Source: an optimization exercise on an open RTL-to-GDS flow (aim: a short achievable clock period and few clock cycles). Production flows keep margins and buffers that such runs may drop.
In this exercise RTL edits were held to simulation tests only and were not proved equivalent to the original.
Power figures rest on the tool's default switching activity, not on a simulated workload.

// cpu
module cpu(
    input clk,
    input nrst,
    output halt,
    output bit1_cp2,
    output bit2_cp3,
    output [2:0] io_address,
    output [7:0] dataout,
    input skip_flag,
    input clearacc,
    input [7:0] datain,
    output [11:0] address,
    output [11:0] write_data,
    output write_enable,
    output mem_load,
    input [11:0] read_data,
    input mem_ready
);
Settings: LEC_CHECK=0, CAP_MARGIN=20, CORE_MARGIN=2, CORE_UTILIZATION=40, SETUP_SLACK_MARGIN=4.0, SLEW_MARGIN=20, SYNTH_HIERARCHICAL=1, SYNTH_MINIMUM_KEEP_SIZE=0, TNS_END_PERCENT=100; clock period 6.5 ns.
standard.sh (not shown) runs the stock make flow with config.mk's settings and CLKGATE_MAP_FILE= SYNTH_SCRIPT=/design/flow/synth_recipe.tcl, a recipe that flattens the netlist after the stock synthesis.
==> flow/flow/run.sh <==
#!/bin/bash
# Layout: the standard synthesis and layout, with two resizer settings
# changed: ports get a plain buf_6 instead of the smallest buffer (a slow
# delay cell in this library), and the resizer may swap cells across
# footprints (the platform's default ties each cell to its own footprint).
set -euo pipefail
bash standard.sh synth > synth.log 2>&1
bash standard.sh MATCH_CELL_FOOTPRINT=0 "BUFFER_PORTS_ARGS=-buffer_cell sky130_fd_sc_hd__buf_6" finish > layout.log 2>&1
Testbench counts at the start, summed over its fixed seeds: cycles 137,261.
Edit:
--- a/flow/design.v
+++ b/flow/design.v
@@ -35,15 +35,15 @@
 reg [11:0] addr_r;
 reg [11:0] wd_r;
 reg w_ac;
 reg we_r;
 reg ml_r;
 reg [2:0] io_r;
 assign address = addr_o;
-assign write_data = acd | wd_r;
+assign write_data = ({{4{w_ac3}}, {4{w_ac2}}, {4{w_ac1}}} & acw) | wd_r;
 assign write_enable = we_r;
 assign mem_load = ml_r;
 assign halt = s_halt;
 assign io_address = io_r;
 assign dataout = acw[7:0];
 assign bit1_cp2 = ir[1];
 assign bit2_cp3 = ir[2];
@@ -89,15 +89,15 @@
     .datain(datain), .clearacc(clearacc), .nrst(nrst), .zf_d(zf_d));
 always @(posedge clk)
     zf <= zf_d;
 wire g2skip;
 skip_test u_skip_test(
     .ac11(ac[11]), .zf(zf), .l(l), .t_sma(t_sma), .t_sza(t_sza), .t_snl(t_snl), .t_inv(t_inv),
     .g2skip(g2skip));
-reg fetchc;
+wire fetchc = s_fetch | s_iotf;
 wire [11:0] I = read_data;
 wire [2:0] op = I[11:9];
 wire [11:0] ea = {I[7] ? addr_r[11:7] : 5'b00000, I[6:0]};
 always @(posedge clk)
     {l, ac} <= lac_v;
 wire [11:0] ir_d;
 take_pick #(.W(12), .R(12'd0)) u_ir_pick(
@@ -137,16 +137,16 @@
     .fetchc(fetchc), .s_ptr(s_ptr), .s_oprd_on(s_oprd & ~ir[10]), .s_write(s_write),
     .addr_r(addr_r), .a1(a1), .pc1(pc1), .wsrc(wsrc), .nrst(nrst), .addr_d(addr_dc));
 reg [11:0] addr_o;
 always @(posedge clk) begin
     addr_r <= addr_d;
     addr_o <= addr_dc;
 end
-localparam CW = 35;
-localparam [CW-1:0] C_RESET = {6'b100000, 4'b1000, 6'd0, 5'd0, 3'b001, 3'd0, 7'd0, 1'b1};
+localparam CW = 34;
+localparam [CW-1:0] C_RESET = {6'b100000, 4'b1000, 6'd0, 5'd0, 3'b001, 3'd0, 7'd0};
 wire [CW-1:0] d_take;
 ctl_decode #(.CW(CW)) u_ctl_decode(.I(I), .pend_ok(pend_ok), .d_take(d_take));
 reg [CW-1:0] d_else;
 always @* begin : dec_else
     reg f, pt, po, w, h, a_, t_, cl, dca;
     f = 1'b0; pt = 1'b0; po = 1'b0; w = 1'b0; h = 1'b0;
     a_ = 1'b0; t_ = 1'b0; cl = 1'b0; dca = 1'b0;
@@ -182,30 +182,40 @@
     end else
         h = 1'b1;
     d_else = {f, pt, po, w, 1'b0, h,
               ~(a_ | t_ | cl | g1w), a_, t_, cl,
               {6{g1w}} & {qs_none, qs_rar, qs_rtr, qs_ral, qs_rtl, qs_bsw},
               5'd0,
               w, dca, ~h, 3'd0,
-              7'd0, f};
+              7'd0};
 end
 wire [CW-1:0] c_d;
 take_pick #(.W(CW), .R(C_RESET)) u_c_pick(
     .fetchc(fetchc), .mem_ready(mem_ready), .t_iot(t_iot), .skip_flag(skip_flag),
     .g2skip(g2skip), .g1w(g1w), .nrst(nrst), .a(d_take), .b(d_else), .y(c_d));
-reg [11:0] acd;
+wire [2:0] w_ac_d;
+take_pick #(.W(1), .R(1'b0)) u_wac_pick1(
+    .fetchc(fetchc), .mem_ready(mem_ready), .t_iot(t_iot), .skip_flag(skip_flag),
+    .g2skip(g2skip), .g1w(g1w), .nrst(nrst), .a(d_take[11]), .b(d_else[11]), .y(w_ac_d[0]));
+take_pick #(.W(1), .R(1'b0)) u_wac_pick2(
+    .fetchc(fetchc), .mem_ready(mem_ready), .t_iot(t_iot), .skip_flag(skip_flag),
+    .g2skip(g2skip), .g1w(g1w), .nrst(nrst), .a(d_take[11]), .b(d_else[11]), .y(w_ac_d[1]));
+take_pick #(.W(1), .R(1'b0)) u_wac_pick3(
+    .fetchc(fetchc), .mem_ready(mem_ready), .t_iot(t_iot), .skip_flag(skip_flag),
+    .g2skip(g2skip), .g1w(g1w), .nrst(nrst), .a(d_take[11]), .b(d_else[11]), .y(w_ac_d[2]));
+reg w_ac1, w_ac2, w_ac3;
 always @(posedge clk)
-    acd <= {12{c_d[12]}} & lac_w;    
+    {w_ac3, w_ac2, w_ac1} <= w_ac_d;
 always @(posedge clk)
     {s_fetch, s_ptr, s_oprd, s_write, s_iotf, s_halt,
      p_none, p_and, p_tad, p_clr,
      q_none, q_rar, q_rtr, q_ral, q_rtl, q_bsw,
      t_sma, t_sza, t_snl, t_inv, t_iot,
      we_r, w_ac, ml_r, io_r,
-     qs_none, qs_rar, qs_rtr, qs_ral, qs_rtl, qs_bsw, g1w, fetchc} <= c_d;
+     qs_none, qs_rar, qs_rtr, qs_ral, qs_rtl, qs_bsw, g1w} <= c_d;
 endmodule
 module skip_test(
     input ac11,
     input zf,
     input l,
     input t_sma, t_sza, t_snl, t_inv,
     output g2skip
@@ -345,15 +355,15 @@
             end else begin : b
                 assign g8[i] = g4[i];
             end
         end
     endgenerate
     assign sum = {l ^ g8[11], p ^ {g8[10:0], 1'b0}};
 endmodule
-module ctl_decode #(parameter CW = 35) (
+module ctl_decode #(parameter CW = 34) (
     input [11:0] I,
     input pend_ok,
     output reg [CW-1:0] d_take
 );
 wire [2:0] op = I[11:9];
 always @* begin : dec_take
     reg f, pt, po, w, io, h, a_, t_, g1, cl, g2, dca, slow;
@@ -400,15 +410,15 @@
            I[3:1] == 3'b010, I[3:1] == 3'b011, I[3:1] == 3'b001};
     slow = g1 & I[0] & ~pend_ok;
     d_take = {f, pt, po, w, io, h,
               ~((g1 & ~slow) | cl | io), 1'b0, 1'b0, cl,
               {6{g1 & ~slow}} & rot,
               g2 & I[6], g2 & I[5], g2 & I[4], g2 & I[3], io & I[0],
               w, dca, ~h, (op == 3'd6) ? I[8:6] : 3'd0,
-              {6{slow}} & rot, slow, f | io};
+              {6{slow}} & rot, slow};
 end
 endmodule
 module wd_next(
     input [11:0] rd,
     input [11:0] a1,
     input [11:0] pc1,
     input ir11,
The new run finished with timing, DRC and antenna clean.
Worst hold slack gains 10 ps.
Count of clock-buffer cells in the layout is unchanged.
Setup slack gains 20 ps.
Synthesized area is lower slightly.
Combinational power goes down by a few percent.
Die area falls slightly.
Non-clock buffer count shrinks by 3.
Design area fell slightly.
Sequential power hardly moves.
Critical path depth is lower by 5.
Routed wire length barely changes.
Core utilization goes down by 0.35 points.
Via count went up slightly.
Flip-flop and latch count goes down by 5.
Testbench counts after the change, summed over its fixed seeds: cycles 137,261.

afterwards: timing with drivers on the ports:
The flow's constraints put no driver on any port. The routed layouts listed below were extracted and timed again, unchanged, in two steps. Step 1 (the two cells are an assumption about what drives the block):
set clk [get_ports {clk}]
set_driving_cell -lib_cell sky130_fd_sc_hd__clkbuf_16 $clk
set_driving_cell -lib_cell sky130_fd_sc_hd__buf_2 [delete_from_list [all_inputs] $clk]
Step 2 also shifts input and output timing later by t, the mid clock arrival at the registers, as if the neighbouring blocks saw the same clock. a / b / c = ideal ports / drivers / drivers and shift; a / b = the first two.
| run | t, ns | setup WS [ns] | worst setup path at the end |
|---|---|---|---|
| the first run | 0.487 | 4.010 / 3.988 / 3.564 | input to register |
| the second run | 0.489 | 4.030 / 3.979 / 3.652 | input to register |
After both steps every run listed still meets setup and hold. For the first run, which loses most, drivers alone change the setup slack by -0.022 ns; drivers and shift together by -0.446 ns.
